Context: an optimization exercise on an open-source flow, tuned for small area and a short achievable clock period. The choices shown serve that exercise and are no tape-out recipe. In this exercise RTL edits were held to simulation tests only and were not proved equivalent to the original. The clock input has no modelled driver; a real chip could not lean on it and would need a root buffer or a full tree. No activity file was given, so power comes from the tool's default toggle rates.

File: config.mk
export PLATFORM = sky130hd
export DESIGN_NAME = sync_fifo
export DESIGN_NICKNAME = sync_fifo
export VERILOG_FILES = /design/flow/design.v
export SDC_FILE = /design/flow/constraint.sdc
export NUM_CORES = 4
export LEC_CHECK = 0
export CAP_MARGIN = 20
export CORE_MARGIN = 2
export CORE_UTILIZATION = 40
export SETUP_SLACK_MARGIN = 1.6
export SLEW_MARGIN = 20
File: constraint.sdc
create_clock -name core_clock -period 4.0 [get_ports {i_clk}]
set_input_delay 0.8000 -clock core_clock [delete_from_list [all_inputs] [get_ports {i_clk}]]
set_output_delay 0.8000 -clock core_clock [all_outputs]
set_load 0.01 [all_outputs]
File: design.v
module sync_fifo #(
	parameter FIFO_DEPTH = 16	        ,
	parameter DATA_WIDTH = 32               ,
	parameter AW         = $clog2(FIFO_DEPTH) 
)
(
	input                   	i_clk            ,  
	input                   	i_rst_n          ,  
	input                   	i_valid_s        ,  
	input  [AW-1:0] 			i_almostfull_lvl ,  
	input  [DATA_WIDTH-1:0] 	i_datain         ,  
	input                   	i_ready_m        ,  
	input  [AW-1:0]				i_almostempty_lvl,  
	output                  	o_ready_s        ,  
	output                  	o_almostfull     ,  
	output                  	o_full           ,  
	output                  	o_valid_m        ,  
	output                  	o_almostempty    ,  
	output                  	o_empty          ,  
	output  [DATA_WIDTH-1:0] 	o_dataout           
);
	localparam RW = FIFO_DEPTH - 1;  
	logic [FIFO_DEPTH:1] ge;
	wire full   = ge[FIFO_DEPTH];
	wire nempty = ge[1];
	wire push   = i_valid_s & ~full;
	wire pop    = i_ready_m & nempty;
	wire inc    = push & ~pop;
	wire dec    = pop & ~push;
	wire [FIFO_DEPTH:1] ge_nx = inc ? {ge[FIFO_DEPTH-1:1], 1'b1} :
	                            dec ? {1'b0, ge[FIFO_DEPTH:2]}   : ge;
	always_ff @(posedge i_clk or negedge i_rst_n) begin
		if (~i_rst_n) ge <= '0;
		else          ge <= ge_nx;
	end
	assign o_full    = full;
	assign o_ready_s = ~full;
	assign o_valid_m = nempty;
	assign o_empty   = ~nempty;
	function automatic logic sel16(input logic [15:0] t, input logic [3:0] lvl);
		logic [3:0] lo, hi, y;
		lo = 4'b0001 << lvl[1:0];
		hi = 4'b0001 << lvl[3:2];
		for (int h = 0; h < 4; h++)
			y[h] = |(lo & t[4*h +: 4]);
		sel16 = |(hi & y);
	endfunction
	wire [15:0] ge0 = {ge[FIFO_DEPTH-1:1], 1'b1};  
	wire [15:0] le  = ~ge[FIFO_DEPTH:1];           
	assign o_almostfull  = sel16(ge0, i_almostfull_lvl);
	assign o_almostempty = sel16(le,  i_almostempty_lvl);
	wire ram_we = push & nempty & (ge[2] | ~pop);
	wire ram_re = pop & ge[2];
	wire h_load = pop | ~nempty;
	logic [3:0] wp;
	always_ff @(posedge i_clk or negedge i_rst_n) begin
		if (~i_rst_n)    wp <= 4'd1;
		else if (ram_we) wp <= {wp[2:0], wp[3] ^ wp[2]};
	end
	logic [RW:1] wdec;
	always_comb begin
		for (int i = 1; i <= RW; i++) wdec[i] = (wp == i);
	end
	logic [RW:1] rp_oh;
	logic [RW:1] rp_rot;
	always_comb begin
		for (int j = 1; j <= RW; j++) begin
			rp_rot[{j[2:0], j[3] ^ j[2]}] = rp_oh[j];
		end
	end
	always_ff @(posedge i_clk or negedge i_rst_n) begin
		if (~i_rst_n)    rp_oh <= {{(RW-1){1'b0}}, 1'b1};
		else if (ram_re) rp_oh <= rp_rot;
	end
	wire [RW:1] hsel    = rp_oh & {RW{ge[2]}};
	wire        hsel_in = ~ge[2];
	logic [DATA_WIDTH-1:0] mem [1:RW];
	logic [DATA_WIDTH-1:0] head;
	always_ff @(posedge i_clk) begin
		for (int i = 1; i <= RW; i++) begin
			if (ram_we && wdec[i]) mem[i] <= i_datain;
		end
	end
	logic [DATA_WIDTH-1:0] head_nx;
	always_comb begin
		head_nx = {DATA_WIDTH{hsel_in}} & i_datain;
		for (int i = 1; i <= RW; i++)
			head_nx = head_nx | ({DATA_WIDTH{hsel[i]}} & mem[i]);
	end
	always_ff @(posedge i_clk) begin
		if (h_load) head <= head_nx;
	end
	assign o_dataout = head;
endmodule
File: flow/run.sh
#!/bin/bash
# Standard layout with these changes:
#  - plain buffers on the ports instead of the delay cells buffer_ports
#    picks by default;
#  - the head register's next-word logic and the two threshold flags
#    re-mapped by hand in the synthesized netlist (flow/patch_netlist.py),
#    registers untouched;
#  - clock tree: clkbuf_16 root, clkbuf_8 leaves driving up to 14
#    registers each, no dummy loads; after CTS the root buffer is
#    removed, so the clock port drives the four first-level buffers
#    directly (flow/post_cts.tcl).
set -euo pipefail
export BUFFER_PORTS_ARGS="-buffer_cell sky130_fd_sc_hd__buf_1"
export CTS_ARGS="-sink_clustering_enable -repair_clock_nets -sink_clustering_size 14 -sink_clustering_max_diameter 100 -dont_use_dummy_load -buf_list sky130_fd_sc_hd__clkbuf_8 -root_buf sky130_fd_sc_hd__clkbuf_16"
export POST_CTS_TCL=$PWD/flow/post_cts.tcl
R=orfs/results/sky130hd/sync_fifo/base
bash standard.sh synth > synth.log 2>&1
python3 flow/patch_netlist.py $R/1_2_yosys.v > patch.log 2>&1
rm -f $R/1_synth.odb
bash standard.sh > standard.log 2>&1
File: flow/patch_netlist.py
#!/usr/bin/env python3
"""Re-map two parts of the synthesized netlist by hand.

1. The head register's next-word logic. Yosys/ABC maps the 16-way
   AND-OR (15 file words selected by the one-hot read pointer, gated by
   ge[2], plus the input word while the file is empty) with more area
   than needed; here each bit gets five a222oi, one nand2, two nand3 and
   an or2, with the 16 selects decoded once and shared by all bits.

2. The two threshold flags.

o_almostfull  = T[i_almostfull_lvl],  T[0] = 1, T[k] = ge[k]   (n >= k)
o_almostempty = G[i_almostempty_lvl], G[k] = !ge[k+1]           (n <= k)

Yosys/ABC maps these 16:1 selections onto two levels of mux4 cells, whose
select-to-output delay is long. Here each is rebuilt as a decode of each
half of the threshold and two AOI/NAND levels. The cone the synthesis made
for each flag is removed. Registers are not touched.

usage: patch_flags.py NETLIST.v  (rewritten in place)
"""
import re, sys

path = sys.argv[1]
src = open(path).read()
m = re.search(r'^module sync_fifo\(.*?\);\n', src, re.M | re.S)
head_end = m.end()
end = src.rindex('endmodule')
body = src[head_end:end]

# split body into declarations/assigns and cell instances
stmt_re = re.compile(r'  (sky130_fd_sc_hd__\w+)\s+(\S+)\s*\((.*?)\);\n', re.S)
cells = []
decl = []
pos = 0
for mm in stmt_re.finditer(body):
    decl.append(body[pos:mm.start()])
    pins = [(p, n.strip()) for p, n in re.findall(r'\.(\w+)\(([^()]*)\)', mm.group(3))]
    cells.append({'type': mm.group(1), 'name': mm.group(2), 'pins': pins})
    pos = mm.end()
decl.append(body[pos:])
decl = ''.join(decl)
if re.search(r'^\s*assign\b', decl, re.M):
    sys.exit('patch_flags: netlist has assign statements; not patching')

OUTPINS = {'X', 'Y', 'Q', 'Q_N', 'COUT', 'SUM', 'HI', 'LO'}
def outs(c): return [n for p, n in c['pins'] if p in OUTPINS]
def ins(c): return [n for p, n in c['pins'] if p not in OUTPINS]

# flop Q nets of the occupancy thermometer
ge = {}
for c in cells:
    mm = re.match(r'\\ge\[(\d+)\]\$', c['name'])
    if mm:
        q = dict(c['pins'])['Q']
        ge[int(mm.group(1))] = q
assert sorted(ge) == list(range(1, 17)), sorted(ge)

# remove the cones that drive the two flags
ports = {'o_almostfull', 'o_almostempty'}
driver = {}
for c in cells:
    for n in outs(c):
        driver[n] = c
loads = {}
for c in cells:
    for n in ins(c):
        loads.setdefault(n, []).append(c['name'])
portnets = set(re.findall(r'output (?:\[\d+:\d+\] )?(\w+);', src[:head_end] + decl))
dead = set()
work = [driver[p]['name'] for p in ports]
byname = {c['name']: c for c in cells}
while work:
    nm = work.pop()
    if nm in dead:
        continue
    c = byname[nm]
    if 'df' in c['type']:
        continue
    # a cell is dead if each of its outputs feeds only dead cells or a flag port
    ok = True
    for n in outs(c):
        if n in portnets and n not in ports:
            ok = False
        if any(l not in dead for l in loads.get(n, [])):
            ok = False
    if not ok:
        continue
    dead.add(nm)
    for n in ins(c):
        if n in driver:
            work.append(driver[n]['name'])
cells = [c for c in cells if c['name'] not in dead]
print(f'patch_flags: removed {len(dead)} cells', file=sys.stderr)

new = []
wires = []
cnt = [0]
def w(tag):
    cnt[0] += 1
    n = f'flagw_{tag}_{cnt[0]}'
    wires.append(n)
    return n
def cell(t, **pins):
    cnt[0] += 1
    new.append({'type': 'sky130_fd_sc_hd__' + t, 'name': f'flagc_{cnt[0]}',
                'pins': list(pins.items())})

def decode(s1, s0, tag):
    d = [w(tag) for _ in range(4)]
    cell('nor2_1', A=s1, B=s0, Y=d[0])            # !s1 & !s0
    cell('nor2b_1', A=s1, B_N=s0, Y=d[1])         # !s1 &  s0
    cell('nor2b_1', A=s0, B_N=s1, Y=d[2])         #  s1 & !s0
    cell('and2_1', A=s1, B=s0, X=d[3])            #  s1 &  s0
    return d

def sel16(D, s, out, tag):
    """out = D[s]; D[k] is a net name or the constant 1.

    The low half of the threshold selects through two levels of inverting
    2:1 muxes, the high half through a decode and one AOI/NAND level."""
    H = decode(s[3], s[2], tag + 'h')
    Y = []
    for h in range(4):
        m = []
        for a in (0, 2):
            y = w(tag + 'm')
            da, db = D[4*h + a], D[4*h + a + 1]
            if da == 1:
                cell('nor2b_1', A=db, B_N=s[0], Y=y)    # !(s0 ? db : 1)
            else:
                cell('mux2i_1', A0=da, A1=db, S=s[0], Y=y)
            m.append(y)
        yy = w(tag + 'y')
        cell('mux2i_1', A0=m[0], A1=m[1], S=s[1], Y=yy)
        Y.append(yy)
    z0, z1 = w(tag + 'z'), w(tag + 'z')
    cell('a22oi_1', A1=H[0], A2=Y[0], B1=H[1], B2=Y[1], Y=z0)
    cell('a22oi_1', A1=H[2], A2=Y[2], B1=H[3], B2=Y[3], Y=z1)
    cell('nand2_1', A=z0, B=z1, Y=out)

def inv(n, tag):
    y = w(tag)
    cell('inv_1', A=n, Y=y)
    return y


# ---- head register next-word logic ----
mem = {}
rp = {}
head = {}
for c in cells:
    mm = re.match(r'\\mem\[(\d+)\]\[(\d+)\]\$', c['name'])
    if mm:
        mem[int(mm.group(1)), int(mm.group(2))] = dict(c['pins'])['Q']
    mm = re.match(r'\\rp_oh\[(\d+)\]\$', c['name'])
    if mm:
        rp[int(mm.group(1))] = dict(c['pins'])['Q']
    mm = re.match(r'\\head\[(\d+)\]\$', c['name'])
    if mm:
        head[int(mm.group(1))] = c
NW = len(rp)
NB = len(head)
assert sorted(rp) == list(range(1, NW + 1)) and NW == 15, sorted(rp)
assert len(mem) == NW * NB, len(mem)

# remove the cells that only feed head D pins
hd_nets = {dict(c['pins'])['D'] for c in head.values()}
driver = {}
for c in cells:
    for n in outs(c):
        driver[n] = c
loads = {}
for c in cells:
    for p, n in c['pins']:
        if p not in OUTPINS:
            loads.setdefault(n, []).append((c['name'], p))
byname = {c['name']: c for c in cells}
headnames = {c['name'] for c in head.values()}
dead = set()
work = [driver[n]['name'] for n in hd_nets if n in driver]
while work:
    nm = work.pop()
    if nm in dead:
        continue
    c = byname[nm]
    if 'df' in c['type']:
        continue
    ok = True
    for n in outs(c):
        if n in portnets:
            ok = False
        for l, p in loads.get(n, []):
            if l in dead or (l in headnames and p == 'D'):
                continue
            ok = False
    if not ok:
        continue
    dead.add(nm)
    for n in ins(c):
        if n in driver:
            work.append(driver[n]['name'])
cells = [c for c in cells if c['name'] not in dead]
print(f'patch: head logic: removed {len(dead)} cells', file=sys.stderr)

sel = {}
for i in range(1, NW + 1):
    sel[i] = w('hsel')
    cell('and2_4', A=rp[i], B=ge[2], X=sel[i])
sel_in = w('hselin')
cell('inv_4', A=ge[2], Y=sel_in)
for b, hc in sorted(head.items()):
    lo = []
    for g in range(5):
        y = w('hm')
        i0, i1, i2 = 3*g + 1, 3*g + 2, 3*g + 3
        cell('a222oi_1', A1=sel[i0], A2=mem[i0, b], B1=sel[i1], B2=mem[i1, b],
             C1=sel[i2], C2=mem[i2, b], Y=y)
        lo.append(y)
    y = w('hm')
    cell('nand2_1', A=sel_in, B=f'i_datain[{b}]', Y=y)
    lo.append(y)
    n0, n1, d = w('hn'), w('hn'), w('hd')
    cell('nand3_1', A=lo[0], B=lo[1], C=lo[2], Y=n0)
    cell('nand3_1', A=lo[3], B=lo[4], C=lo[5], Y=n1)
    cell('or2_1', A=n0, B=n1, X=d)
    hc['pins'] = [(p, d if p == 'D' else n) for p, n in hc['pins']]

af_s = [f'i_almostfull_lvl[{i}]' for i in range(4)]
ae_s = [f'i_almostempty_lvl[{i}]' for i in range(4)]
sel16([1] + [ge[k] for k in range(1, 16)], af_s, 'o_almostfull', 'af')
sel16([inv(ge[k + 1], 'aen') for k in range(16)], ae_s, 'o_almostempty', 'ae')

def fmt(c):
    pins = ',\n'.join(f'    .{p}({n} )' if n.startswith('\\') else f'    .{p}({n})'
                       for p, n in c['pins'])
    return f'  {c["type"]} {c["name"]} (\n{pins}\n  );\n'

# drop declarations of wires that no longer exist
used = set()
for c in cells + new:
    for p, n in c['pins']:
        used.add(re.sub(r'\[\d+\]$', '', n.lstrip('\\').strip()))
out_decl = []
for line in decl.splitlines(keepends=True):
    mm = re.match(r'\s*wire (?:\[\d+:\d+\] )?(\S+)\s*;', line)
    if mm and mm.group(1).lstrip('\\') not in used and mm.group(1) not in portnets:
        continue
    out_decl.append(line)
decl = ''.join(out_decl)
decl += ''.join(f'  wire {n};\n' for n in wires)
open(path, 'w').write(src[:head_end] + decl + ''.join(fmt(c) for c in cells + new) + src[end:])
print(f'patch_flags: added {len(new)} cells', file=sys.stderr)
File: flow/post_cts.tcl
set block [ord::get_db_block]
set clk_net [[$block findBTerm i_clk] getNet]
set its [$clk_net getITerms]
if {[llength $its] == 1} {
  set root [[lindex $its 0] getInst]
  set out_net [[$root findITerm X] getNet]
  set loads {}
  foreach it [$out_net getITerms] {
    if {[$it getInst] ne $root} { lappend loads $it }
  }
  if {[llength $loads] <= 4} {
    foreach it $loads {
      $it disconnect
      $it connect $clk_net
    }
    puts "post_cts: removed root buffer [$root getName], the port drives [llength $loads] cells"
    odb::dbInst_destroy $root
    odb::dbNet_destroy $out_net
  }
}
estimate_parasitics -placement
report_clock_skew
report_worst_slack -max
File: standard.sh
#!/bin/bash
# synth_recipe.tcl (not shown) runs the flow's synth.tcl, then flattens the netlist and writes it again
# the make line also repeats each setting of config.mk as NAME=value (left out here)
make -C /OpenROAD-flow-scripts/flow DESIGN_CONFIG=/design/flow/config.mk WORK_HOME=/design/flow/orfs CLKGATE_MAP_FILE= SYNTH_SCRIPT=/design/flow/synth_recipe.tcl "${@:-finish}"
==> results of run 1 <==
[cells in the final DEF, fill, tap and decap left out, types with 2 or more instances in the layout]
cell type,n
edfxtp_1,512
a222oi_1,160
buf_1,75
nand3_1,64
nand2_1,51
clkbuf_8,40
mux2i_1,38
or2_1,32
buf_4,29
dfrtp_1,25
and2_4,21
inv_1,20
mux2_2,18
o21ai_0,15
and2_2,7
dfrtp_2,7
nor2b_1,6
ha_1,5
clkbuf_16,4
a22oi_1,4
clkbuf_2,3
nor4b_2,2
and4_4,2
and4bb_2,2
and4_2,2
nor2_1,2
and2_1,2
buf_12,2
buf_6,2
dfstp_2,2
[area by class of cell]
cell class | count | area, µm²
fill | 4342 | 27910
clock buffer | 44 | 650.6
multi-input combinational | 441 | 3533
tap | 672 | 840.8
inverter | 21 | 81.33
timing repair buffer | 112 | 581.8
sequential | 547 | 16270
[flip-flops by register name, indices dropped and copies added, names as in the netlist]
name and cells:
mem 480, head 32, ge 16, rp_oh 15
wp 4
[power groups by stage]
stage / clock network [mW] / registers [mW] / logic (mW)
floorplan: 0 / 6.92 / 0.483
global placement: 0 / 6.92 / 0.898
detailed placement: 0 / 6.93 / 0.918
global route: 2.98 / 6.81 / 1.12
finish: 2.72 / 6.77 / 1.02
[worst register-to-register path, stage by stage, from the launching register on]
cell and delay (ns):
dfrtp_2 0.45, nand3b_1 0.30, nor4b_2 0.48, and2_2 0.58, buf_12 0.26
[worst paths after layout]
path	to	slack, ns	cells after the start
min	rp_oh[12]$_DFFE_PN0P_	0.53	1
max in group asynchronous	ge[2]$_DFFE_PN0P_	2.79	1
min reg2reg	rp_oh[12]$_DFFE_PN0P_	0.53	1
max	o_almostfull	1.62	5
min in group asynchronous	ge[7]$_DFFE_PN0P_	0.56	1
max reg2reg	mem[6][6]$_DFFE_PP_	1.63	4
[layer usage]
metal | up-vias | GRT usage [%] | routed length [µm]
met2 | 512 | 28.13 | 22460
li1 | 4653 | - | -
met1 | 5478 | 24.66 | 20070
met5 | - | 0 | 12
met4 | 2 | 4.596 | 1017
met3 | 73 | 3.188 | 3946
[metrics by stage]
stage	area, µm²	cells
final	21950	1837
after detailed placement	21130	1778
after global placement	21130	1778
after global routing	21950	1837
after floorplan	20070	1050
==> summary.txt, run 1 <==
Clocking
  • CTS sink count: 547
  • Clock transition at path regs: ~0.090 ns
  • Clock latency on the worst-skew pair: 0.34 ns

Finish
  • Fraction of layout cells with a size suffix above 1: about an eighth
  • Final nets: 1216
  • Area Growth Syn to Fin: 9.471%
  • Final design utilization: roughly 44%
  • ANT cells: 0

STA
  • Final period utilization: 59.47%
  • RSZ-0062 raised after global routing: yes
  • Fmax achieved: 420.4 MHz
  • Slew margin rel.: between 40% and 50%
  • Slew Viols, Final: 0
  • Min Tclk post-route: roughly 2.4 ns
  • Setup tns final: 0 ns
  • Hold WS: 0.5330 ns
  • Final Hold Viols: 0
  • Final Setup Violations: 0
  • Worst Max-Slew Pin Slew: between 0.8 and 0.9 ns
  • Setup Skew: 0.04342 ns
  • Final setup margin: 1.621 ns

Power
  • Int Pwr: 8.036 mW
  • Peak supply drop: 0.2278 mV
  • Clk pwr share: 25.8%
  • Seq pwr share: 64.4%
  • Switching Share: 23.55%
  • Combinational power share: slightly below 10%
  • Power density over the cells: 478.8 nW/µm²
  • Switching power: approximately 2.5 mW
  • Static Leakage: 7.138 nW
  • Total power: 10.51 mW

Logic synthesis
  • Synth warn: 2
  • Syn_nets: 1099
  • Mapped Area: around 20000 µm²
  • Post-Syn Instances: about 1100
  • Avg Inst Size Synth: 19.10 µm²

Routing
  • Detailed-route wire length per cell: 25.86 µm
  • DR DRC count: 0
  • Antenna-violating nets left: 0
  • DRT iter0 DRCs: about 1800
  • Routed via count: roughly 11000
  • Detailed Routing Iterations Pass 1: 13
  • Via/cell ratio: just under 6
  • Routed wire length: 47510 µm

Floorplan
  • Die W: 227.9 µm
  • Die height: 227.9 µm
  • Top Ports: 82
  • Initial Util: 40.22%
  • # rows: 82
  • CORE AREA: between 40000 and 50000 µm²
  • Total Die Area: 51940 µm²

Place
  • DP HPWL: around 25000 µm
  • Placer Congestion: 0.7706
  • DP Worst Slack: 0.8669 ns
  • IO Port Bufs: 81

Global route
  • Largest net degree at the start of global routing: 36
  • Vias in the first global route: 10590
  • Tot GR Track Use: about 17%
  • Initial antenna violation count: 2
  • First-pass GRT wire length: 68520 µm
  • GR Overflow Total: 0

Setup path
  • CP Launch Type: primary input
  • Crit Path Class: in2out
  • Crit-path max FO: 4
  • Beginning of the worst register-to-register path: ge[16]$_DFFE_PN0P_
  • CP required: 3.20 ns
  • Crit path cell chain: buf_1, mux2i_1, a22oi_1, nand2_1, buf_2
  • Delay-heaviest family, CP: buffers and inverters
  • CP Capture Type: output pin
  • WP data arrival: approximately 1.6 ns
  • Worst path slowest cell: buf_1
  • Crit-path max cell delay: between 0.2 and 0.3 ns
  • Setup crit start: i_almostfull_lvl[1]
  • Critical path buffers and inverters: 2

Hold path
  • Hold path startpoint: rp_oh[14]$_DFFE_PN0P_
  • Min-Delay Path Class: reg2reg

Run
  • Maxcap violations: 0

Status
  • Outcome: timing/DRC/antenna clean
==> run 2: changes to the inputs <==
--- a/design.v
+++ b/design.v
@@ -62,17 +62,16 @@
 		for (int i = 1; i <= RW; i++) wdec[i] = (wp == i);
 	end
-	logic [RW:1] rp_oh;
-	logic [RW:1] rp_rot;
+	logic [3:0] rp;
+	always_ff @(posedge i_clk or negedge i_rst_n) begin
+		if (~i_rst_n)        rp <= 4'd0;
+		else if (~ge_nx[2])  rp <= 4'd0;
+		else if (~ge[2])     rp <= wp;
+		else if (ram_re)     rp <= {rp[2:0], rp[3] ^ rp[2]};
+	end
+	logic [RW:1] hsel;
 	always_comb begin
-		for (int j = 1; j <= RW; j++) begin
-			rp_rot[{j[2:0], j[3] ^ j[2]}] = rp_oh[j];
-		end
+		for (int i = 1; i <= RW; i++) hsel[i] = (rp == i);
 	end
-	always_ff @(posedge i_clk or negedge i_rst_n) begin
-		if (~i_rst_n)    rp_oh <= {{(RW-1){1'b0}}, 1'b1};
-		else if (ram_re) rp_oh <= rp_rot;
-	end
-	wire [RW:1] hsel    = rp_oh & {RW{ge[2]}};
-	wire        hsel_in = ~ge[2];
+	wire hsel_in = ~ge[2];
 	logic [DATA_WIDTH-1:0] mem [1:RW];
 	logic [DATA_WIDTH-1:0] head;
--- a/flow/patch_netlist.py
+++ b/flow/patch_netlist.py
@@ -3,6 +3,6 @@
 
 1. The head register's next-word logic. Yosys/ABC maps the 16-way
-   AND-OR (15 file words selected by the one-hot read pointer, gated by
-   ge[2], plus the input word while the file is empty) with more area
+   AND-OR (15 file words selected by the decoded 4-bit read pointer rp,
+   plus the input word while the file is empty, !ge[2]) with more area
    than needed; here each bit gets five a222oi, one nand2, two nand3 and
    an or2, with the 16 selects decoded once and shared by all bits.
@@ -154,5 +154,5 @@
     if mm:
         mem[int(mm.group(1)), int(mm.group(2))] = dict(c['pins'])['Q']
-    mm = re.match(r'\\rp_oh\[(\d+)\]\$', c['name'])
+    mm = re.match(r'\\rp\[(\d+)\]\$', c['name'])
     if mm:
         rp[int(mm.group(1))] = dict(c['pins'])['Q']
@@ -160,7 +160,7 @@
     if mm:
         head[int(mm.group(1))] = c
-NW = len(rp)
+NW = 15
 NB = len(head)
-assert sorted(rp) == list(range(1, NW + 1)) and NW == 15, sorted(rp)
+assert sorted(rp) == [0, 1, 2, 3], sorted(rp)
 assert len(mem) == NW * NB, len(mem)
 
@@ -207,5 +207,14 @@
 for i in range(1, NW + 1):
     sel[i] = w('hsel')
-    cell('and2_4', A=rp[i], B=ge[2], X=sel[i])
+    one = [rp[k] for k in range(4) if i >> k & 1]
+    zero = [rp[k] for k in range(4) if not i >> k & 1]
+    if len(one) == 4:
+        cell('and4_4', A=one[0], B=one[1], C=one[2], D=one[3], X=sel[i])
+    elif len(one) == 3:
+        cell('and4b_4', A_N=zero[0], B=one[0], C=one[1], D=one[2], X=sel[i])
+    elif len(one) == 2:
+        cell('and4bb_4', A_N=zero[0], B_N=zero[1], C=one[0], D=one[1], X=sel[i])
+    else:
+        cell('nor4b_2', A=zero[0], B=zero[1], C=zero[2], D_N=one[0], Y=sel[i])
 sel_in = w('hselin')
 cell('inv_4', A=ge[2], Y=sel_in)
==> summary.txt, run 2 <==
Routing
  • DRT iter0 DRCs: 1810
  • DR DRC count: 0
  • Routed wire length: 45800 µm
  • Detailed-route wire length per cell: 25.39 µm
  • Routed via count: 10770
  • Via/cell ratio: between 5 and 6
  • Detailed Routing Iterations Pass 1: 9
  • Antenna-violating nets left: 0

Setup path
  • CP Capture Type: output pin
  • WP data arrival: approximately 1.6 ns
  • Crit Path Class: in2out
  • CP Launch Type: primary input
  • Crit-path max FO: 8
  • Worst path slowest cell: mux2i_4
  • CP required: 3.20 ns
  • Crit path cell chain: buf_12, mux2i_4, mux2i_1, a22oi_1, nand2_1, buf_2
  • Crit-path max cell delay: 0.22 ns

STA
  • Setup tns final: 0 ns
  • Final period utilization: 60.75%
  • Slew Viols, Final: 0
  • Worst Max-Slew Pin Slew: approximately 0.84 ns
  • RSZ-0062 raised after global routing: yes
  • Min Tclk post-route: approximately 2.4 ns
  • Final Hold Viols: 0
  • Fmax achieved: 411.5 MHz
  • Final setup margin: 1.570 ns
  • Final Setup Violations: 0
  • Setup Skew: between 0.04 and 0.05 ns
  • Slew margin rel.: 44.10%

Finish
  • Max reg flops: 480
  • Biggest register: mem
  • Most frequent cells in the layout: edfxtp_1 (512), a222oi_1 (160), buf_1 (77), nand2_1 (67), nand3_1 (64)
  • Fraction of layout cells with a size suffix above 1: ~13%
  • ANT cells: 0
  • Number of fill cells: 4199
  • Area Growth Syn to Fin: 11.42%
  • Biggest regs: mem (480), head (32), ge (16)
  • Most common cell after layout, fill and taps aside: edfxtp_1
  • Final nets: 1235

Floorplan
  • Total Die Area: just over 50000 µm²
  • CORE AREA: 48650 µm²
  • Die height: 225.3 µm
  • Top Ports: just over 80
  • Initial Util: 40.26%
  • # rows: 81
  • Die W: 225.3 µm

Status
  • Outcome: timing/DRC/antenna clean

Clocking
  • Clock latency on the worst-skew pair: around 0.35 ns
  • Clock transition at path regs: 0.09 ns
  • CTS sink count: between 500 and 600

Power
  • Static Leakage: 6.923 nW
  • Clk pwr share: 21.8%
  • Switching Share: ~28%
  • Combinational power share: 21.5%
  • Switching power: about 3.4 mW
  • Seq pwr share: a little under three fifths
  • Power density over the cells: 557.8 nW/µm²
  • Total power: 12.17 mW
  • Int Pwr: 8.731 mW
  • Peak supply drop: between 0.2 and 0.25 mV

Global route
  • Tot GR Track Use: approximately 18%
  • Vias in the first global route: 10570
  • Initial antenna violation count: 1
  • GR Overflow Total: 0
  • First-pass GRT wire length: 67540 µm
  • Largest net degree at the start of global routing: 33

Place
  • DP Worst Slack: 0.9877 ns
  • IO Port Bufs: 81
  • DP HPWL: 25900 µm
  • Placer Congestion: 0.7502

Hold path
  • Min-Delay Path Class: in2async

Logic synthesis
  • Mapped Area: 19590 µm²
  • Syn_nets: around 1100
  • Synth warn: 2
  • Avg Inst Size Synth: about 19 µm²
  • Post-Syn Instances: between 1000 and 1500

Run
  • Maxcap violations: 0
[run 2: routing by layer]
metal	wire length, µm	share of wire, %	track usage [%]	vias to the layer above
met5	8	0.017	0	-
met4	946	2.1	4.465	2
met3	3754	8.2	4.159	60
met2	21960	48	28.72	446
met1	19130	42	24.37	5539
li1	-	-	-	4719
[run 2: critical path, delay by kind of cell]
family / cells / cell delay, ns
AOI/OAI and AO/OA: 1 / 0.19
muxes: 2 / 0.31
and+or+nand+nor: 1 / 0.08
buffers and inverters: 2 / 0.25
[run 2: path summary, 6_finish.rpt]
| kind | endpoint | depth (start not counted) | slack [ns] | from |
|---|---|---|---|---|
| setup / recovery | o_almostempty | 6 | 1.57 | i_almostempty_lvl[0] |
| hold / removal | ge[12]$_DFFE_PN0P_ | 2 | 0.41 | i_rst_n |
| setup reg to reg | head[12]$_DFFE_PP_ | 6 | 1.67 | rp[1]$_DFFE_PN0P_ |
| hold reg to reg | ge[7]$_DFFE_PN0P_ | 2 | 0.58 | ge[7]$_DFFE_PN0P_ |
| max in group asynchronous | wp[0]$_DFFE_PN1P_ | 2 | 3.29 | i_rst_n |
| min in group core_clock | ge[7]$_DFFE_PN0P_ | 2 | 0.58 | ge[7]$_DFFE_PN0P_ |
[run 2: power by group through the flow]
| stage | logic [mW] | registers (mW) | clock network (mW) |
|---|---|---|---|
| floorplan | 1.34 | 7.06 | 0 |
| global placement | 2.30 | 7.06 | 0 |
| detailed placement | 2.32 | 7.07 | 0 |
| global route | 2.86 | 6.95 | 2.91 |
| finish | 2.62 | 6.90 | 2.66 |
[run 2: area by class of cell]
| type | count | area (µm²) | share of cell area [%] |
|---|---|---|---|
| tap | 622 | 778.2 | 3.566 |
| timing repair buffer | 128 | 709.4 | 3.251 |
| multi-input combinational | 449 | 3598 | 16.49 |
| clock buffer | 43 | 636.9 | 2.918 |
| sequential | 536 | 16000 | 73.32 |
| inverter | 26 | 100.1 | 0.4586 |
[run 2: through the flow]
| stage | instances | hold slack [ns] | cell area [µm²] | util (%) |
|---|---|---|---|---|
| 6_report | 1804 | 0.4116 | 21820 | 44.86 |
| 5_1_grt | 1804 | 0.4396 | 21820 | 44.86 |
| 3_5_place_dp | 1728 | 0.5678 | 20820 | 42.79 |
| 3_3_place_gp | 1728 | 0.5549 | 20820 | 42.79 |
| 2_1_floorplan | 1027 | 0.5044 | 19700 | - |
==> run 3: changes to the inputs <==
--- a/design.v
+++ b/design.v
@@ -62,14 +62,17 @@
 		for (int i = 1; i <= RW; i++) wdec[i] = (wp == i);
 	end
-	logic [3:0] rp;
+	logic [RW:1] hsel;
+	logic [RW:1] hsel_rot;
+	always_comb begin
+		hsel_rot = hsel;
+		if (ram_re) begin
+			for (int j = 1; j <= RW; j++) begin
+				hsel_rot[{j[2:0], j[3] ^ j[2]}] = hsel[j];
+			end
+		end
+	end
 	always_ff @(posedge i_clk or negedge i_rst_n) begin
-		if (~i_rst_n)        rp <= 4'd0;
-		else if (~ge_nx[2])  rp <= 4'd0;
-		else if (~ge[2])     rp <= wp;
-		else if (ram_re)     rp <= {rp[2:0], rp[3] ^ rp[2]};
-	end
-	logic [RW:1] hsel;
-	always_comb begin
-		for (int i = 1; i <= RW; i++) hsel[i] = (rp == i);
+		if (~i_rst_n) hsel <= '0;
+		else          hsel <= (ge[2] ? hsel_rot : wdec) & {RW{ge_nx[2]}};
 	end
 	wire hsel_in = ~ge[2];
--- a/flow/run.sh
+++ b/flow/run.sh
@@ -3,7 +3,7 @@
 #  - plain buffers on the ports instead of the delay cells buffer_ports
 #    picks by default;
-#  - the head register's next-word logic and the two threshold flags
-#    re-mapped by hand in the synthesized netlist (flow/patch_netlist.py),
-#    registers untouched;
+#  - the head register's next-word logic, the file's write enables and
+#    the two threshold flags re-mapped by hand in the synthesized netlist
+#    (flow/patch_netlist.py), registers untouched;
 #  - clock tree: clkbuf_16 root, clkbuf_8 leaves driving up to 14
 #    registers each, no dummy loads; after CTS the root buffer is
--- a/flow/patch_netlist.py
+++ b/flow/patch_netlist.py
@@ -3,8 +3,13 @@
 
 1. The head register's next-word logic. Yosys/ABC maps the 16-way
-   AND-OR (15 file words selected by the decoded 4-bit read pointer rp,
-   plus the input word while the file is empty, !ge[2]) with more area
-   than needed; here each bit gets five a222oi, one nand2, two nand3 and
-   an or2, with the 16 selects decoded once and shared by all bits.
+   AND-OR (15 file words selected by the registered one-hot read pointer
+   hsel, plus the input word while the file is empty, !ge[2]) with more
+   area than needed; here each bit gets five a222oi, one nand2, two nand3
+   and an or2.
+
+3. The file's write enables: row i is written when
+   i_valid_s & !ge[16] & ge[1] & (ge[2] | !i_ready_m) & (wp == i).
+   The two late inputs now meet the early terms in the last gate before
+   the row's 32 enable pins.
 
 2. The two threshold flags.
@@ -14,9 +19,12 @@
 
 Yosys/ABC maps these 16:1 selections onto two levels of mux4 cells, whose
-select-to-output delay is long. Here each is rebuilt as a decode of each
-half of the threshold and two AOI/NAND levels. The cone the synthesis made
-for each flag is removed. Registers are not touched.
-
-usage: patch_flags.py NETLIST.v  (rewritten in place)
+select-to-output delay is long. Here each is rebuilt from fast cells
+(see sel16). The logic is the same function of the registers and the
+inputs for every register state, not only for the reachable ones.
+
+The cones the synthesis made for these parts are removed. Registers are
+not touched.
+
+usage: patch_netlist.py NETLIST.v  (rewritten in place)
 """
 import re, sys
@@ -154,5 +162,5 @@
     if mm:
         mem[int(mm.group(1)), int(mm.group(2))] = dict(c['pins'])['Q']
-    mm = re.match(r'\\rp\[(\d+)\]\$', c['name'])
+    mm = re.match(r'\\hsel\[(\d+)\]\$', c['name'])
     if mm:
         rp[int(mm.group(1))] = dict(c['pins'])['Q']
@@ -160,7 +168,7 @@
     if mm:
         head[int(mm.group(1))] = c
-NW = 15
+NW = len(rp)
 NB = len(head)
-assert sorted(rp) == [0, 1, 2, 3], sorted(rp)
+assert sorted(rp) == list(range(1, NW + 1)) and NW == 15, sorted(rp)
 assert len(mem) == NW * NB, len(mem)
 
@@ -204,17 +212,5 @@
 print(f'patch: head logic: removed {len(dead)} cells', file=sys.stderr)
 
-sel = {}
-for i in range(1, NW + 1):
-    sel[i] = w('hsel')
-    one = [rp[k] for k in range(4) if i >> k & 1]
-    zero = [rp[k] for k in range(4) if not i >> k & 1]
-    if len(one) == 4:
-        cell('and4_4', A=one[0], B=one[1], C=one[2], D=one[3], X=sel[i])
-    elif len(one) == 3:
-        cell('and4b_4', A_N=zero[0], B=one[0], C=one[1], D=one[2], X=sel[i])
-    elif len(one) == 2:
-        cell('and4bb_4', A_N=zero[0], B_N=zero[1], C=one[0], D=one[1], X=sel[i])
-    else:
-        cell('nor4b_2', A=zero[0], B=zero[1], C=zero[2], D_N=one[0], Y=sel[i])
+sel = dict(rp)
 sel_in = w('hselin')
 cell('inv_4', A=ge[2], Y=sel_in)
@@ -236,4 +232,74 @@
     hc['pins'] = [(p, d if p == 'D' else n) for p, n in hc['pins']]
 
+
+# ---- file write enables ----
+wp = {}
+for c in cells:
+    mm = re.match(r'\\wp\[(\d+)\]\$', c['name'])
+    if mm:
+        wp[int(mm.group(1))] = dict(c['pins'])['Q']
+assert sorted(wp) == [0, 1, 2, 3], sorted(wp)
+memcells = [c for c in cells if re.match(r'\\mem\[\d+\]\[\d+\]\$', c['name'])]
+memnames = {c['name'] for c in memcells}
+de_nets = {dict(c['pins'])['DE'] for c in memcells}
+driver = {}
+for c in cells:
+    for n in outs(c):
+        driver[n] = c
+loads = {}
+for c in cells:
+    for p, n in c['pins']:
+        if p not in OUTPINS:
+            loads.setdefault(n, []).append((c['name'], p))
+byname = {c['name']: c for c in cells}
+dead = set()
+work = [driver[n]['name'] for n in de_nets if n in driver]
+while work:
+    nm = work.pop()
+    if nm in dead:
+        continue
+    c = byname[nm]
+    if 'df' in c['type']:
+        continue
+    ok = True
+    for n in outs(c):
+        if n in portnets:
+            ok = False
+        for l, p in loads.get(n, []):
+            if l in dead or (l in memnames and p == 'DE'):
+                continue
+            ok = False
+    if not ok:
+        continue
+    dead.add(nm)
+    for n in ins(c):
+        if n in driver:
+            work.append(driver[n]['name'])
+cells = [c for c in cells if c['name'] not in dead]
+print(f'patch: write enables: removed {len(dead)} cells', file=sys.stderr)
+
+room = w('weok')
+cell('nor2b_4', A=ge[16], B_N=ge[1], Y=room)              # !full & !empty
+late = w('welate')
+cell('nand2b_4', A_N=ge[2], B='i_ready_m', Y=late)        # ge[2] | !i_ready_m
+row = {}
+for i in range(1, NW + 1):
+    d = w('wdec')
+    one = [wp[k] for k in range(4) if i >> k & 1]
+    zero = [wp[k] for k in range(4) if not i >> k & 1]
+    if len(one) == 4:
+        cell('and4_1', A=one[0], B=one[1], C=one[2], D=one[3], X=d)
+    elif len(one) == 3:
+        cell('and4b_1', A_N=zero[0], B=one[0], C=one[1], D=one[2], X=d)
+    elif len(one) == 2:
+        cell('and4bb_1', A_N=zero[0], B_N=zero[1], C=one[0], D=one[1], X=d)
+    else:
+        cell('nor4b_1', A=zero[0], B=zero[1], C=zero[2], D_N=one[0], Y=d)
+    row[i] = w('wrow')
+    cell('and4_4', A='i_valid_s', B=late, C=room, D=d, X=row[i])
+for c in memcells:
+    i = int(re.match(r'\\mem\[(\d+)\]', c['name']).group(1))
+    c['pins'] = [(p, row[i] if p == 'DE' else n) for p, n in c['pins']]
+
 af_s = [f'i_almostfull_lvl[{i}]' for i in range(4)]
 ae_s = [f'i_almostempty_lvl[{i}]' for i in range(4)]
@@ -250,5 +316,6 @@
 for c in cells + new:
     for p, n in c['pins']:
-        used.add(re.sub(r'\[\d+\]$', '', n.lstrip('\\').strip()))
+        n = n.strip()
+        used.add(n[1:] if n.startswith('\\') else re.sub(r'\[\d+\]$', '', n))
 out_decl = []
 for line in decl.splitlines(keepends=True):
==> summary.txt, run 3 <==
Setup path
  • Crit-path max cell delay: about 0.20 ns
  • Beginning of the worst register-to-register path: ge[2]$_DFF_PN0_
  • Worst R2R Path Depth: 4
  • Critical path buffers and inverters: 2
  • Crit path cell chain: buf_12, mux2i_1, mux2i_1, a22oi_1, nand2_1, buf_2
  • CP dominant cell by count: mux2i_1
  • Reg2Reg Capture Point: mem[12][17]$_DFFE_PP_
  • Crit Path Class: in2out
  • CP Capture Type: output pin
  • CP required: 3.20 ns
  • Crit-path max FO: 8
  • CP Launch Type: primary input
  • Delay-heaviest family, CP: multiplexers
  • FF-to-FF setup slack: 1.77 ns
  • Worst path slowest cell: a22oi_1
  • WP data arrival: 1.58 ns

Global route
  • Largest net degree at the start of global routing: 36
  • Initial antenna violation count: 2
  • GR Overflow Total: 0
  • Tot GR Track Use: around 18%
  • First-pass GRT wire length: ~72000 µm
  • Vias in the first global route: 11370

STA
  • Final Setup Violations: 0
  • Hold WS: 0.5771 ns
  • Min Tclk post-route: 2.378 ns
  • Fmax achieved: 420.5 MHz
  • Slew margin rel.: 27.59%
  • Final period utilization: 59.45%
  • RSZ-0062 raised after global routing: yes
  • Worst Max-Slew Pin Slew: 1.086 ns
  • Setup Skew: 0.07582 ns
  • Slew Viols, Final: 0
  • Final Hold Viols: 0
  • Setup tns final: 0 ns

Routing
  • Antenna-violating nets left: 0
  • Detailed-route wire length per cell: between 20 and 30 µm
  • DR DRC count: 0
  • DRT iter0 DRCs: 1810
  • Via/cell ratio: 5.999
  • Routed wire length: 48960 µm
  • Detailed Routing Iterations Pass 1: 10
  • Routed via count: 11360

Hold path
  • Min-Delay Path Class: in2async

Run
  • Maxcap violations: 0

Floorplan
  • Initial Util: around two fifths
  • Top Ports: 82
  • # rows: a little over 80
  • Die W: 229.9 µm
  • CORE AREA: 50270 µm²
  • Die height: between 200 and 250 µm
  • Total Die Area: 52860 µm²

Power
  • Power density over the cells: 536.9 nW/µm²
  • Total power: approximately 12 mW
  • Static Leakage: about 7.1 nW
  • Peak supply drop: around 0.2 mV

Finish
  • Most common cell after layout, fill and taps aside: edfxtp_1
  • Final nets: ~1300
  • Most frequent cells in the layout: edfxtp_1 (512), a222oi_1 (160), buf_1 (74), nand2_1 (64), nand3_1 (64)
  • Biggest regs: mem (480), head (32), ge (16)
  • Fraction of layout cells with a size suffix above 1: 9.337%
  • Max reg flops: 480
  • Biggest register: mem
  • Number of fill cells: 4356
  • Final non-filler cell total: 1894
  • Area Growth Syn to Fin: 8.751%
  • Final instance area: ~22000 µm²

Logic synthesis
  • Syn_nets: 1180
  • Post-Syn Instances: 1130
  • Mapped Area: 20420 µm²
  • Synth warn: 2
  • Avg Inst Size Synth: 18.07 µm²

Place
  • Placer Congestion: 0.7669
  • IO Port Bufs: ~80
  • Placed insts: 1845
  • Placement-stage cell area: 21450 µm²
  • DP HPWL: around 24000 µm

Clocking
  • Clock latency on the worst-skew pair: ~0.37 ns
  • Clock transition at path regs: 0.09 ns
  • CTS sink count: 547

Status
  • Outcome: timing/DRC/antenna clean
-- run 3: worst max-delay path by stage --
stage	start	to	depth (start not counted)
floorplan	i_ready_m	hsel[10]$_DFF_PN0_	7
global placement	i_valid_s	hsel[6]$_DFF_PN0_	5
detailed placement	i_valid_s	hsel[11]$_DFF_PN0_	5
global route	i_almostempty_lvl[0]	o_almostempty	6
finish	i_almostempty_lvl[0]	o_almostempty	6
-- run 3: layout make-up --
| class | count | area (µm²) | share of cell area (%) |
|---|---|---|---|
| sequential | 547 | 16270 | 73.26 |
| multi-input combinational | 503 | 3834 | 17.27 |
| tap | 672 | 840.8 | 3.787 |
| clock buffer | 44 | 650.6 | 2.930 |
| timing repair buffer | 102 | 513.0 | 2.311 |
| inverter | 25 | 96.34 | 0.4339 |
| antenna | 1 | 2.502 | 0.01127 |
-- run 3: metal layers --
metal / track usage [%] / vias up / wire (µm)
met5: 0 / - / 10
met2: 28.41 / 487 / 22350
li1: - / 4936 / -
met3: 2.617 / 87 / 4148
met1: 26.72 / 5850 / 21140
met4: 6.371 / 2 / 1317
-- run 3: power breakdown --
group          internal, mW  total (mW)  switching, mW
clock network          1.08        2.71           1.62
registers              6.78        7.10          0.317
logic                 0.750        2.11           1.36
-- run 3: worst reg2reg max path: cells and delay by family, from the launching register on --
family	cells	cell delay, ns
buffers and inverters	2	0.41
flip-flops	1	0.41
AND/OR/NAND/NOR	2	1.01
-- run 3: per-stage QoR --
step	utilization, %	setup WS (ns)
after floorplan	-	1.707
after global placement	42.67	0.9746
after global routing	44.16	1.498
final	44.16	1.622
after detailed placement	42.67	0.9199
==> run 4: changes to the inputs <==
--- a/design.v
+++ b/design.v
@@ -38,16 +38,18 @@
 	assign o_valid_m = nempty;
 	assign o_empty   = ~nempty;
-	function automatic logic sel16(input logic [15:0] t, input logic [3:0] lvl);
-		logic [3:0] lo, hi, y;
-		lo = 4'b0001 << lvl[1:0];
-		hi = 4'b0001 << lvl[3:2];
-		for (int h = 0; h < 4; h++)
-			y[h] = |(lo & t[4*h +: 4]);
-		sel16 = |(hi & y);
+	function automatic logic sel_fall(input logic [15:0] t, input logic [3:0] lvl);
+		logic [7:0] y;
+		for (int j = 0; j < 8; j++) y[j] = t[2*j] & (~lvl[0] | t[2*j+1]);
+		sel_fall = y[lvl[3:1]];
+	endfunction
+	function automatic logic sel_rise(input logic [15:0] t, input logic [3:0] lvl);
+		logic [7:0] y;
+		for (int j = 0; j < 8; j++) y[j] = t[2*j+1] & (lvl[0] | t[2*j]);
+		sel_rise = y[lvl[3:1]];
 	endfunction
 	wire [15:0] ge0 = {ge[FIFO_DEPTH-1:1], 1'b1};  
 	wire [15:0] le  = ~ge[FIFO_DEPTH:1];           
-	assign o_almostfull  = sel16(ge0, i_almostfull_lvl);
-	assign o_almostempty = sel16(le,  i_almostempty_lvl);
+	assign o_almostfull  = sel_fall(ge0, i_almostfull_lvl);
+	assign o_almostempty = sel_rise(le,  i_almostempty_lvl);
 	wire ram_we = push & nempty & (ge[2] | ~pop);
 	wire ram_re = pop & ge[2];
--- a/flow/patch_netlist.py
+++ b/flow/patch_netlist.py
@@ -1,4 +1,4 @@
 #!/usr/bin/env python3
-"""Re-map two parts of the synthesized netlist by hand.
+"""Re-map three parts of the synthesized netlist by hand.
 
 1. The head register's next-word logic. Yosys/ABC maps the 16-way
@@ -8,18 +8,19 @@
    and an or2.
 
-3. The file's write enables: row i is written when
-   i_valid_s & !ge[16] & ge[1] & (ge[2] | !i_ready_m) & (wp == i).
-   The two late inputs now meet the early terms in the last gate before
-   the row's 32 enable pins.
-
 2. The two threshold flags.
 
 o_almostfull  = T[i_almostfull_lvl],  T[0] = 1, T[k] = ge[k]   (n >= k)
-o_almostempty = G[i_almostempty_lvl], G[k] = !ge[k+1]           (n <= k)
+o_almostempty = L[i_almostempty_lvl], L[k] = !ge[k+1]           (n <= k)
+in the form the RTL gives them, whose first level uses the thermometer
+order (T falls, L rises with k).
 
 Yosys/ABC maps these 16:1 selections onto two levels of mux4 cells, whose
-select-to-output delay is long. Here each is rebuilt from fast cells
-(see sel16). The logic is the same function of the registers and the
-inputs for every register state, not only for the reachable ones.
+select-to-output delay is long. Here each is rebuilt from fast cells in
+four levels, one per threshold bit (see sel_af and sel_ae).
+
+3. The file's write enables: row i is written when
+   i_valid_s & !ge[16] & ge[1] & (ge[2] | !i_ready_m) & (wp == i).
+   The two late inputs now meet the early terms in the last gate before
+   the row's 32 enable pins.
 
 The cones the synthesis made for these parts are removed. Registers are
@@ -123,28 +124,41 @@
     return d
 
-def sel16(D, s, out, tag):
-    """out = D[s]; D[k] is a net name or the constant 1.
-
-    The low half of the threshold selects through two levels of inverting
-    2:1 muxes, the high half through a decode and one AOI/NAND level."""
-    H = decode(s[3], s[2], tag + 'h')
-    Y = []
-    for h in range(4):
-        m = []
-        for a in (0, 2):
-            y = w(tag + 'm')
-            da, db = D[4*h + a], D[4*h + a + 1]
-            if da == 1:
-                cell('nor2b_1', A=db, B_N=s[0], Y=y)    # !(s0 ? db : 1)
-            else:
-                cell('mux2i_1', A0=da, A1=db, S=s[0], Y=y)
-            m.append(y)
-        yy = w(tag + 'y')
-        cell('mux2i_1', A0=m[0], A1=m[1], S=s[1], Y=yy)
-        Y.append(yy)
-    z0, z1 = w(tag + 'z'), w(tag + 'z')
-    cell('a22oi_1', A1=H[0], A2=Y[0], B1=H[1], B2=Y[1], Y=z0)
-    cell('a22oi_1', A1=H[2], A2=Y[2], B1=H[3], B2=Y[3], Y=z1)
-    cell('nand2_1', A=z0, B=z1, Y=out)
+def mux_tail(Yn, s, out, tag):
+    """Bits 1..3 of the threshold select among the eight negated first-level
+    results Yn through three levels of inverting 2:1 muxes: out = !Yn[s]."""
+    level = Yn
+    for bit in (1, 2, 3):
+        nxt = []
+        for j in range(0, len(level), 2):
+            y = out if bit == 3 else w(tag + 'm%d' % bit)
+            cell('mux2i_1', A0=level[j], A1=level[j + 1], S=s[bit], Y=y)
+            nxt.append(y)
+        level = nxt
+
+def sel_af(T, s, out, tag):
+    """out = y[s[3:1]], y[j] = T[2j] & (!s0 | T[2j+1]), T[0] = 1 (the RTL's
+    form for a falling T). The first level gives !y[j] with one o21ai on
+    the inverted s0."""
+    s0n = w(tag + 's0n')
+    cell('inv_2', A=s[0], Y=s0n)
+    Yn = []
+    for j in range(8):
+        y = w(tag + 'a')
+        if j == 0:
+            cell('nor2_1', A=s0n, B=T[1], Y=y)                     # s0 & !T[1]
+        else:
+            cell('o21ai_1', A1=s0n, A2=T[2*j + 1], B1=T[2*j], Y=y)
+        Yn.append(y)
+    mux_tail(Yn, s, out, tag)
+
+def sel_ae(L, s, out, tag):
+    """out = y[s[3:1]], y[j] = L[2j+1] & (s0 | L[2j]) (the RTL's form for a
+    rising L). The first level gives !y[j] with one o21ai."""
+    Yn = []
+    for j in range(8):
+        y = w(tag + 'a')
+        cell('o21ai_1', A1=s[0], A2=L[2*j], B1=L[2*j + 1], Y=y)
+        Yn.append(y)
+    mux_tail(Yn, s, out, tag)
 
 def inv(n, tag):
@@ -304,6 +318,6 @@
 af_s = [f'i_almostfull_lvl[{i}]' for i in range(4)]
 ae_s = [f'i_almostempty_lvl[{i}]' for i in range(4)]
-sel16([1] + [ge[k] for k in range(1, 16)], af_s, 'o_almostfull', 'af')
-sel16([inv(ge[k + 1], 'aen') for k in range(16)], ae_s, 'o_almostempty', 'ae')
+sel_af([None] + [ge[k] for k in range(1, 16)], af_s, 'o_almostfull', 'af')
+sel_ae([inv(ge[k + 1], 'le') for k in range(16)], ae_s, 'o_almostempty', 'ae')
 
 def fmt(c):
==> summary.txt, run 4 <==
Finish
  • Most frequent cells in the layout: edfxtp_1 (512), a222oi_1 (160), buf_1 (74), nand3_1 (64), nand2_1 (60)
  • Final design utilization: between 40% and 50%
  • Most common cell after layout, fill and taps aside: edfxtp_1
  • Final instance area: 22070 µm²
  • Max reg flops: between 400 and 500
  • Fraction of layout cells with a size suffix above 1: 11.17%
  • Biggest register: mem
  • Final nets: 1252
  • Biggest regs: mem (480), head (32), ge (16)
  • Final non-filler cell total: 1874
  • Area Growth Syn to Fin: 9.031%

Setup path
  • Crit Path Class: in2out
  • WP data arrival: 1.66 ns
  • Critical path buffers and inverters: 3
  • CP Capture Type: output pin
  • Worst path slowest cell: mux2i_1
  • CP required: 3.20 ns
  • Crit path cell chain: buf_1, inv_2, o21ai_2, mux2i_1, mux2i_1, mux2i_1, buf_2
  • Delay-heaviest family, CP: multiplexers
  • CP Launch Type: primary input
  • CP dominant cell by count: mux2i_1
  • Crit-path max cell delay: 0.17 ns
  • Crit-path max FO: 8
  • WP depth: 7
  • Worst R2R Path Depth: 2

Routing
  • Detailed-route wire length per cell: approximately 26 µm
  • Detailed Routing Iterations Pass 1: 10
  • DR DRC count: 0
  • Antenna-violating nets left: 0
  • Routed via count: 11090
  • DRT iter0 DRCs: 1618
  • Via/cell ratio: 5.919
  • Routed wire length: 48530 µm

STA
  • Slew margin rel.: a little over a quarter
  • Min Tclk post-route: 2.461 ns
  • Final Hold Viols: 0
  • Final Setup Violations: 0
  • Fmax achieved: 406.3 MHz
  • Final period utilization: about 62%
  • Final setup margin: 1.539 ns
  • Setup Skew: 0.03511 ns
  • RSZ-0062 raised after global routing: yes
  • Worst Max-Slew Pin Slew: 1.097 ns
  • Slew Viols, Final: 0
  • Setup tns final: 0 ns

Place
  • DP HPWL: 22510 µm
  • DP Worst Slack: 0.8813 ns
  • IO Port Bufs: 81
  • Placer Congestion: between 0.7 and 0.8
  • Placement-stage cell area: 21230 µm²
  • Placed insts: 1819

Hold path
  • Min-Delay Path Class: in2async

Logic synthesis
  • Synth warn: 2
  • Post-Syn Instances: 1109
  • Avg Inst Size Synth: ~18 µm²
  • Mapped Area: 20240 µm²
  • Syn_nets: 1159

Floorplan
  • Total Die Area: 52420 µm²
  • Initial Util: between 40 and 50%
  • # rows: 82
  • Top Ports: 82
  • Die height: 229.0 µm
  • Die W: 229.0 µm
  • CORE AREA: 50070 µm²

Power
  • Switching power: ~3.1 mW
  • Static Leakage: 7.045 nW
  • Switching Share: 26.77%
  • Int Pwr: 8.555 mW
  • Peak supply drop: around 0.22 mV
  • Seq pwr share: 61.5%
  • Combinational power share: 15.5%
  • Clk pwr share: 23.0%
  • Power density over the cells: 529.3 nW/µm²

Global route
  • Tot GR Track Use: 18.29%
  • First-pass GRT wire length: 70930 µm
  • Vias in the first global route: 10910
  • Largest net degree at the start of global routing: 36
  • GR Overflow Total: 0
  • Initial antenna violation count: 2

Clocking
  • Clock latency on the worst-skew pair: between 0.3 and 0.4 ns
  • CTS sink count: 547
  • Clock transition at path regs: 0.10 ns

Run
  • Maxcap violations: 0

Status
  • Outcome: timing/DRC/antenna clean
[run 4: cell count changes in the layout (fill, tap and decap cells not counted), sizes merged, moves of 6 or more]
cell	delta
nor2b	-6
nor2	+28
mux2i	-9
mux2	+14
a21boi	-15
buf	-11
and3	-15
[run 4: path summary, 6_finish.rpt]
check / startpoint / end / slack, ns
min in group core_clock: ge[12]$_DFFE_PN0P_ / ge[12]$_DFFE_PN0P_ / 0.59
hold / removal: i_rst_n / ge[11]$_DFFE_PN0P_ / 0.55
setup reg to reg: wp[0]$_DFFE_PN1P_ / mem[1][14]$_DFFE_PP_ / 1.84
max in group asynchronous: i_rst_n / ge[16]$_DFFE_PN0P_ / 2.80
setup / recovery: i_almostfull_lvl[0] / o_almostfull / 1.54
hold reg to reg: ge[12]$_DFFE_PN0P_ / ge[12]$_DFFE_PN0P_ / 0.59
[run 4: cell type report]
| cell class | count | area (µm²) |
|---|---|---|
| Multi-Input combinational cell | 490 | 3737 |
| Inverter | 26 | 100.1 |
| Antenna cell | 2 | 5.005 |
| Fill cell | 4394 | 28000 |
| Tap cell | 672 | 840.8 |
| Sequential cell | 547 | 16270 |
| Clock buffer | 44 | 650.6 |
| Timing Repair Buffer | 93 | 461.7 |
[run 4: metal layers]
metal  wire [µm]  track usage, %  vias to the layer above
met1       20410           26.12                     5658
met5           0               0                        -
met4        1184           5.357                        0
li1            -               -                     4850
met2       22900           29.46                      504
met3        4039           2.408                       80
[run 4: worst reg2reg max path: stages (launching register included)]
cell,delay (ns)
dfstp_2,0.73
nor4b_1,0.27
and4_4,0.74
[run 4: power groups by stage]
stage / clock (mW) / combinational (mW) / sequential (mW)
floorplan: 0 / 1.00 / 7.21
global placement: 0 / 1.66 / 7.30
detailed placement: 0 / 1.69 / 7.31
global route: 2.96 / 1.98 / 7.24
finish: 2.69 / 1.81 / 7.19
[run 4: through the flow]
step,total power [mW],hold slack [ns]
floorplan,8.217,0.5044
global placement,8.958,0.5448
detailed placement,9.007,0.5605
global route,12.19,0.6152
finish,11.68,0.5510
==> run 5: changes to the inputs <==
--- a/flow/patch_netlist.py
+++ b/flow/patch_netlist.py
@@ -124,35 +124,40 @@
     return d
 
-def mux_tail(Yn, s, out, tag):
-    """Bits 1..3 of the threshold select among the eight negated first-level
-    results Yn through three levels of inverting 2:1 muxes: out = !Yn[s]."""
-    level = Yn
-    for bit in (1, 2, 3):
-        nxt = []
-        for j in range(0, len(level), 2):
-            y = out if bit == 3 else w(tag + 'm%d' % bit)
-            cell('mux2i_1', A0=level[j], A1=level[j + 1], S=s[bit], Y=y)
-            nxt.append(y)
-        level = nxt
-
-def sel_af(T, s, out, tag):
-    """out = y[s[3:1]], y[j] = T[2j] & (!s0 | T[2j+1]), T[0] = 1 (the RTL's
-    form for a falling T). The first level gives !y[j] with one o21ai on
-    the inverted s0."""
-    s0n = w(tag + 's0n')
-    cell('inv_2', A=s[0], Y=s0n)
-    Yn = []
+def sel_af(nT, s, out, tag):
+    """out = T[s] for a decreasing T (T[0] = 1 >= T[1] >= ... >= T[15]),
+    given the inverted nT[k] = !T[k] for k = 1..15.
+
+    Stage 1 selects by s0 with one a21oi per pair, using T[2j] >= T[2j+1]:
+    T[2j + s0] = !(s0 & nT[2j+1] | nT[2j]). Stage 2 selects by s1 with
+    inverting muxes; stages 3 and 4 by s3, s2 through a one-cold decode."""
+    Y = []
     for j in range(8):
         y = w(tag + 'a')
         if j == 0:
-            cell('nor2_1', A=s0n, B=T[1], Y=y)                     # s0 & !T[1]
+            cell('nand2_1', A=s[0], B=nT[1], Y=y)                # T[0] = 1
         else:
-            cell('o21ai_1', A1=s0n, A2=T[2*j + 1], B1=T[2*j], Y=y)
-        Yn.append(y)
-    mux_tail(Yn, s, out, tag)
+            cell('a21oi_1', A1=s[0], A2=nT[2*j + 1], B1=nT[2*j], Y=y)
+        Y.append(y)
+    Zn = []
+    for m in range(4):
+        z = w(tag + 'b')
+        cell('mux2i_1', A0=Y[2*m], A1=Y[2*m + 1], S=s[1], Y=z)   # !T[4m + s1 s0]
+        Zn.append(z)
+    Hn = [w(tag + 'h') for _ in range(4)]
+    cell('or2_1', A=s[3], B=s[2], X=Hn[0])                        # !(!s3 & !s2)
+    cell('nand2b_1', A_N=s[3], B=s[2], Y=Hn[1])                   # !(!s3 &  s2)
+    cell('nand2b_1', A_N=s[2], B=s[3], Y=Hn[2])                   # !( s3 & !s2)
+    cell('nand2_1', A=s[3], B=s[2], Y=Hn[3])                      # !( s3 &  s2)
+    p0, p1 = w(tag + 'p'), w(tag + 'p')
+    cell('o22a_1', A1=Hn[0], A2=Zn[0], B1=Hn[1], B2=Zn[1], X=p0)
+    cell('o22a_1', A1=Hn[2], A2=Zn[2], B1=Hn[3], B2=Zn[3], X=p1)
+    cell('nand2_1', A=p0, B=p1, Y=out)
 
 def sel_ae(L, s, out, tag):
-    """out = y[s[3:1]], y[j] = L[2j+1] & (s0 | L[2j]) (the RTL's form for a
-    rising L). The first level gives !y[j] with one o21ai."""
+    """out = L[s] for an increasing L (L[0] <= L[1] <= ... <= L[15]).
+
+    Stage 1 selects by s0 with one o21ai per pair, using L[2j] <= L[2j+1]:
+    !L[2j + s0] = !((s0 | L[2j]) & L[2j+1]). Stage 2 selects by s1 with
+    inverting muxes; stages 3 and 4 by s3, s2 through a one-hot decode."""
     Yn = []
     for j in range(8):
@@ -160,5 +165,14 @@
         cell('o21ai_1', A1=s[0], A2=L[2*j], B1=L[2*j + 1], Y=y)
         Yn.append(y)
-    mux_tail(Yn, s, out, tag)
+    Z = []
+    for m in range(4):
+        z = w(tag + 'b')
+        cell('mux2i_1', A0=Yn[2*m], A1=Yn[2*m + 1], S=s[1], Y=z)  # L[4m + s1 s0]
+        Z.append(z)
+    H = decode(s[3], s[2], tag + 'h')
+    z0, z1 = w(tag + 'z'), w(tag + 'z')
+    cell('a22oi_1', A1=H[0], A2=Z[0], B1=H[1], B2=Z[1], Y=z0)
+    cell('a22oi_1', A1=H[2], A2=Z[2], B1=H[3], B2=Z[3], Y=z1)
+    cell('nand2_1', A=z0, B=z1, Y=out)
 
 def inv(n, tag):
@@ -318,6 +332,7 @@
 af_s = [f'i_almostfull_lvl[{i}]' for i in range(4)]
 ae_s = [f'i_almostempty_lvl[{i}]' for i in range(4)]
-sel_af([None] + [ge[k] for k in range(1, 16)], af_s, 'o_almostfull', 'af')
-sel_ae([inv(ge[k + 1], 'le') for k in range(16)], ae_s, 'o_almostempty', 'ae')
+nge = {k: inv(ge[k], 'nge') for k in range(1, 17)}      # !(n >= k) = (n < k)
+sel_af([None] + [nge[k] for k in range(1, 16)], af_s, 'o_almostfull', 'af')
+sel_ae([nge[k + 1] for k in range(16)], ae_s, 'o_almostempty', 'ae')
 
 def fmt(c):
==> summary.txt, run 5 <==
Clocking
  • CTS sink count: 547
  • Clock latency on the worst-skew pair: 0.37 ns
  • Clock transition at path regs: 0.10 ns

Setup path
  • Reg2Reg Capture Point: mem[1][6]$_DFFE_PP_
  • Crit-path max cell delay: 0.19 ns
  • Crit path cell chain: buf_4, a21oi_2, mux2i_1, o22a_1, nand2_1, buf_2
  • Worst path slowest cell: o22a_1
  • Critical path buffers and inverters: 2
  • WP data arrival: 1.54 ns
  • Setup crit start: i_almostfull_lvl[0]
  • FF-to-FF setup slack: approximately 1.8 ns
  • CP Launch Type: primary input
  • Delay-heaviest family, CP: compound AO/OA/AOI/OAI gates
  • WP depth: 6
  • Crit Path Class: in2out
  • Worst R2R Path Depth: 2
  • CP required: 3.20 ns
  • Crit-path max FO: 8
  • CP endpoint: o_almostfull
  • CP Capture Type: output pin
  • Beginning of the worst register-to-register path: wp[0]$_DFFE_PN1P_

Power
  • Int Pwr: 8.518 mW
  • Combinational power share: 16.1%
  • Static Leakage: slightly above 7 nW
  • Power density over the cells: 527.4 nW/µm²
  • Switching power: 3.160 mW
  • Switching Share: 27.06%
  • Seq pwr share: 60.7%
  • Peak supply drop: 0.2391 mV
  • Clk pwr share: 23.2%

STA
  • Final period utilization: around 58%
  • Slew margin rel.: 30.44%
  • Worst Max-Slew Pin Slew: 1.043 ns
  • Setup tns final: 0 ns
  • Fmax achieved: 428.2 MHz
  • RSZ-0062 raised after global routing: no
  • Final Hold Viols: 0
  • Slew Viols, Final: 0
  • Min Tclk post-route: 2.335 ns
  • Final Setup Violations: 0
  • Setup Skew: 0.06443 ns

Floorplan
  • # rows: 82
  • Initial Util: 40.47%
  • Die height: 229.1 µm
  • Die W: between 200 and 250 µm
  • Total Die Area: 52480 µm²
  • CORE AREA: 50070 µm²
  • Top Ports: about 80

Routing
  • Antenna-violating nets left: 0
  • Detailed Routing Iterations Pass 1: 7
  • Routed wire length: 49200 µm
  • DR DRC count: 0
  • Via/cell ratio: 6.001
  • Routed via count: 11360
  • DRT iter0 DRCs: between 1500 and 2000
  • Detailed-route wire length per cell: 25.99 µm

Finish
  • Max reg flops: 480
  • Most frequent cells in the layout: edfxtp_1 (512), a222oi_1 (160), buf_1 (73), nand2_1 (64), nand3_1 (64)
  • Final design utilization: between 40% and 50%
  • Biggest regs: mem (480), head (32), ge (16)
  • Biggest register: mem
  • Fraction of layout cells with a size suffix above 1: 11.64%
  • Final nets: about 1300
  • Most common cell after layout, fill and taps aside: edfxtp_1
  • Area Growth Syn to Fin: 9.280%

Global route
  • Largest net degree at the start of global routing: 36
  • GR Overflow Total: 0
  • Tot GR Track Use: 18.28%
  • Vias in the first global route: 11030
  • First-pass GRT wire length: 71430 µm
  • Initial antenna violation count: 2

Place
  • IO Port Bufs: 81
  • DP HPWL: 23830 µm
  • Placer Congestion: about 0.75

Run
  • Maxcap violations: 0

Logic synthesis
  • Post-Syn Instances: 1116
  • Synth warn: 2
  • Syn_nets: 1166
  • Avg Inst Size Synth: around 18 µm²
  • Mapped Area: 20260 µm²

Status
  • Outcome: timing/DRC/antenna clean

Hold path
  • Min-Delay Path Class: in2async
==> run 5: changes by cell type in the layout (fill, tap and decap cells not counted), sizes merged, moves of 2 or more <==
| cell | previous run | this run |
|---|---|---|
| a22oi | 15 | 17 |
| nand2b | 1 | 3 |
| buf | 88 | 103 |
| nand2 | 61 | 65 |
| o22a | 0 | 2 |
| o21ai | 29 | 22 |
| a21oi | 15 | 22 |
| mux2i | 16 | 10 |
| nor2b | 8 | 10 |
==> run 5: layout make-up <==
type / count / area, µm²
Antenna cell: 1 / 2.502
Clock buffer: 44 / 650.6
Fill cell: 4418 / 27920
Inverter: 25 / 96.34
Multi-Input combinational cell: 498 / 3766
Sequential cell: 547 / 16260
Tap cell: 672 / 840.8
Timing Repair Buffer: 106 / 523.0
==> run 5: worst min path at each step <==
stage,slack (ns),to,startpoint,cells past startpoint
5_1_grt,0.61,ge[12]$_DFFE_PN0P_,ge[12]$_DFFE_PN0P_,2
3_3_place_gp,0.52,ge[5]$_DFFE_PN0P_,ge[5]$_DFFE_PN0P_,2
6_report,0.55,ge[14]$_DFFE_PN0P_,i_rst_n,1
3_5_place_dp,0.54,ge[14]$_DFFE_PN0P_,ge[14]$_DFFE_PN0P_,2
2_1_floorplan,0.49,ge[3]$_DFFE_PN0P_,ge[3]$_DFFE_PN0P_,2
==> run 5: power groups by stage <==
stage	clock network, mW	logic, mW	registers (mW)
2_1_floorplan	0	1.01	7.21
6_report	2.71	1.89	7.09
3_5_place_dp	0	1.80	7.23
5_1_grt	2.95	2.06	7.14
3_3_place_gp	0	1.78	7.21
==> run 5: per-layer routing <==
metal,global-route usage (%),share of wire (%)
met5,0,0.018
met2,28.88,47
met1,26.49,42
met3,3.063,9.4
met4,4.545,1.8
==> run 5: stage by stage <==
step	area (µm²)	instances	setup WS, ns	hold WS [ns]	power (mW)
final	22140	1893	1.665	0.5481	11.68
after global routing	22140	1893	1.597	0.6138	12.14
after floorplan	20260	1116	1.767	0.4928	8.217
after detailed placement	21300	1834	0.8425	0.5386	9.026
after global placement	21300	1834	0.9275	0.5219	8.986

what the ideal ports hide:
The flow's constraints put no driver on any port. The routed layouts listed below were extracted and timed again, unchanged, in two steps.
Step 1 assumes that a clkbuf_16 drives the clock port and a buf_2 every other input.
Step 2 also shifts input and output timing later by t, the mid clock arrival at the registers, as if the neighbouring blocks saw the same clock.
a / b / c = ideal / step 1 / step 2; a / b = the first two.
| run | t (ns) | setup slack, ns | worst setup path at the end | clock arrival spread, ns | pins driven straight from the clock port |
|---|---|---|---|---|---|
| run 1 | 0.451 | 1.621 / 1.586 / 1.270 | input to register | 0.073 / 0.073 | 4 |
| run 2 | 0.453 | 1.570 / 1.509 / 1.350 | input to register | 0.050 / 0.051 | 4 |
| run 3 | 0.448 | 1.622 / 1.559 / 1.486 | input to register | 0.076 / 0.076 | 4 |
| run 4 | 0.467 | 1.539 / 1.518 / 1.385 | input to register | 0.035 / 0.035 | 4 |
| run 5 | 0.447 | 1.665 / 1.639 / 1.383 | input to register | 0.064 / 0.064 | 4 |
After both steps every run listed still meets setup and hold. The setup slack of run 1, which loses most, moves by -0.035 ns with the drivers and by -0.351 ns with both steps.
